This is an optimization exercise on Yosys and OpenROAD, whose aim is small area, a short achievable clock period and few clock cycles, not a production implementation. Function was checked by simulation only, so behaviour that the tests miss may differ from the original.

## datapath
module datapath (
    input wire clk,
    input wire rst,
    input wire load_Mem,
    input wire [16-1:0] user_inst_write,
    input wire [12-1:0] user_inst_addr,
    input wire user_inst_wen,
    input wire ap_start, resume,
    output wire [16*6-1:0] rf_out,
    output wire [16*12-1:0] mem_out,
    output wire ap_start_debug,
    output wire halt
);
clock: 8.0 ns
lec_check: 0
cap_margin: 20
core_margin: 2
core_utilization: 26
cts_buf_list: sky130_fd_sc_hd__clkbuf_4 sky130_fd_sc_hd__clkbuf_8
place_density: 0.45
setup_slack_margin: 4.0
slew_margin: 20
tns_end_percent: 5
run.sh (not shown) runs the stock make flow with config.mk's settings and CLKGATE_MAP_FILE= SYNTH_SCRIPT=/design/flow/synth_recipe.tcl, a recipe that flattens the netlist after the stock synthesis.
The baseline produced a clean layout.
Testbench counts at the start, summed over its fixed seeds: cycles 28,899.
Rerun with:
--- a/flow/design.v
+++ b/flow/design.v
@@ -135,15 +135,20 @@
         else
             sb_v <= run && x_mwe;
         sb_a <= a[6:0];
         sb_d <= x_wdata;
     end
     reg fwd_q;
-    wire d_to_x = run && !mispred && !stall_ld;
-    wire [6:0] ld_a_next = d_to_x ? dv[6:0] : ld_a;
+    wire ld_take = run && !stall_ld;
+    wire [6:0] ld_a_next = ld_take ? dv[6:0] : ld_a;
     always @(posedge clk) fwd_q <= !rst && run && x_mwe && (a[6:0] == ld_a_next);
+    always @(posedge clk) begin
+        ld_a <= ld_a_next;
+        ld_lo <= 16'b1 << ld_a_next[3:0];
+        ld_hi <= 8'b1 << ld_a_next[6:4];
+    end
     assign sb_fwd = fwd_q;
     wire [7:0] h_lo = (8'b1 << ua[2:0]) & {8{!started && user_inst_wen && !load_Mem}};
     wire [15:0] h_hi = 16'b1 << ua[6:3];
     wire [7:0] c_lo = (8'b1 << sb_a[2:0]) & {8{started && sb_v && !load_Mem}};
     wire [15:0] c_hi = 16'b1 << sb_a[6:3];
     wire [15:0] wbus = rst ? 16'h0 : (started ? sb_d : user_inst_write);
@@ -337,15 +342,12 @@
                 sel_n <= 6'b0;
             end else begin
                 ir <= d_halt_now ? BUBBLE : id;
                 xs <= d_halt_now ? 8'b0 : opdec(dop);
                 sel_n <= (dn < 6'd6 && !d_halt_now) ? (6'b1 << dn) : 6'b0;
                 sel_m <= (dm < 6'd6) ? (6'b1 << dm) : 6'b0;
-                ld_a <= dv[6:0];
-                ld_lo <= 16'b1 << dv[3:0];
-                ld_hi <= 8'b1 << dv[6:4];
                 ir_pend <= id_pend;
                 ir_alt_pc <= id_alt_pc;
             end
         end
     end
 endmodule
What happened: Flip-flop and latch count stays the same. Global-route usage came out lower by 0.58 points. Maximum frequency is about the same. Design area is lower by 0.79%. Wire length fell by 2.5%. Critical path depth fell by 2. Setup slack loses 0.013 ns.
Testbench counts after the change, summed over its fixed seeds: cycles 28,899.

--- another note on this design; it stands on its own ---

==> flow/design.v (excerpt) <==
module datapath (
    input wire clk,
    input wire rst,
    input wire load_Mem,
    input wire [16-1:0] user_inst_write,
    input wire [12-1:0] user_inst_addr,
    input wire user_inst_wen,
    input wire ap_start, resume,
    output wire [16*6-1:0] rf_out,
    output wire [16*12-1:0] mem_out,
    output wire ap_start_debug,
    output wire halt
);
    localparam [3:0] OP_HALT = 4'h0, OP_INC = 4'h1, OP_JMP = 4'h2, OP_JNE = 4'h3,
                     OP_JE = 4'h4, OP_ADD = 4'h5, OP_SUB = 4'h6, OP_XOR = 4'h7,
                     OP_CMP = 4'h8, OP_MOV0 = 4'h9, OP_MOV1 = 4'hA, OP_MOV2 = 4'hB,
                     OP_MOV3 = 4'hC, OP_MOV4 = 4'hD, OP_SADD = 4'hE, OP_NOP = 4'hF;
    localparam [15:0] BUBBLE = 16'hF000;
    reg started, halted, flag;
    reg [6:0] pc;           
    reg [15:0] id;
    reg id_pend;            
    reg [6:0] id_alt_pc;    
    reg [15:0] ir;
    reg ir_pend;
    reg [6:0] ir_alt_pc;
    reg [5:0] sel_n, sel_m;    
    reg [15:0] ld_lo;          
    reg [7:0] ld_hi;           
    reg [6:0] ld_a;            
    reg [15:0] r0, r1, r2, r3, r4, r5;
    reg started_o, halted_o;
    assign ap_start_debug = started_o;
    assign halt = halted_o;
    assign rf_out = {r5, r4, r3, r2, r1, r0};
    wire [3:0] xop = ir[15:12];
    wire [5:0] xm = ir[5:0];
    wire [15:0] a = ({16{sel_n[0]}} & r0) | ({16{sel_n[1]}} & r1) | ({16{sel_n[2]}} & r2) |
                    ({16{sel_n[3]}} & r3) | ({16{sel_n[4]}} & r4) | ({16{sel_n[5]}} & r5);
    wire [15:0] b = ({16{sel_m[0]}} & r0) | ({16{sel_m[1]}} & r1) | ({16{sel_m[2]}} & r2) |
  ...
make LEC_CHECK=0 CAP_MARGIN=20 CORE_MARGIN=2 CORE_UTILIZATION=26 CTS_BUF_LIST='sky130_fd_sc_hd__clkbuf_4 sky130_fd_sc_hd__clkbuf_8' PLACE_DENSITY=0.45 SETUP_SLACK_MARGIN=5.0 SLEW_MARGIN=20 TNS_END_PERCENT=5 finish   # period 8.0 ns
run.sh (not shown) runs the stock make flow with config.mk's settings and CLKGATE_MAP_FILE= SYNTH_SCRIPT=/design/flow/synth_recipe.tcl, a recipe that flattens the netlist after the stock synthesis.
The starting point completed without violations.
Testbench counts at the start, summed over its fixed seeds: cycles 28,899.
Then changed:
==> flow/flow/run.sh (new file) <==
#!/bin/bash
# The standard layout (standard.sh), with two changes:
#  - the buffers that buffer_ports puts on every input and output port are buf_4
#    cells instead of the default choice (a slow delay buffer);
#  - timing repair may resize a cell to any drive strength, not only to cells of
#    the same footprint (MATCH_CELL_FOOTPRINT=0);
#  - antenna repair may take up to 15 rounds after global and detailed routing.
# Synthesis is the standard one. Each tool's output goes to its own log.
set -euo pipefail
bash standard.sh synth > synth.log 2>&1
bash standard.sh "BUFFER_PORTS_ARGS=-buffer_cell sky130_fd_sc_hd__buf_4" MATCH_CELL_FOOTPRINT=0 MAX_REPAIR_ANTENNAS_ITER_GRT=15 MAX_REPAIR_ANTENNAS_ITER_DRT=15 finish > layout.log 2>&1
==> flow/standard.sh (new file) <==
#!/bin/bash
# synth_recipe.tcl (not shown) runs the flow's synth.tcl, then flattens the netlist and writes it again
# the make line also repeats each setting of config.mk as NAME=value (left out here)
make -C /OpenROAD-flow-scripts/flow DESIGN_CONFIG=/design/flow/config.mk WORK_HOME=/design/flow/orfs CLKGATE_MAP_FILE= SYNTH_SCRIPT=/design/flow/synth_recipe.tcl "${@:-finish}"
- SETUP_SLACK_MARGIN: 5.0 -> 4.0
removed: flow/run.sh
After rerunning: Worst setup slack got worse by 0.33 ns. Final area shrinks by a few percent. Flip-flop and latch count is unchanged.

[separate check: timing with driven ports]
In the flow no input, the clock included, has a driving cell. The finished layouts below were timed again as built, in two steps.
Step 1: set_driving_cell puts a clkbuf_16 on clk and a buf_2 on each other input, an assumption about the parent block.
Step 2 times the ports against the registers' clock, not the clock port: input delays grow and output delays shrink by t, the midpoint of the rising clock arrivals with the driver on.
a / b / c = ideal / step 1 / step 2; a / b = the first two.
run	shift t [ns]	setup WS [ns]	worst setup path after step 2	slew at the worst register clock pin (ns)	worst slew at a driven data input, ns
the first run of note 1	1.229	3.192 / 3.192 / 2.079	input to register	0.08 / 0.08	0.15
the second run of note 1	1.240	3.179 / 3.179 / 2.256	input to register	0.07 / 0.07	0.25
the first run of note 2	1.233	3.406 / 3.406 / 2.189	input to register	0.07 / 0.07	0.34
the second run of note 2	1.212	3.075 / 3.075 / 2.429	input to register	0.08 / 0.08	0.23
After both steps setup and hold are still met in every run listed. The setup slack of the first run of note 2, which loses most, moves by 0.000 ns with the drivers and by -1.217 ns with both steps.
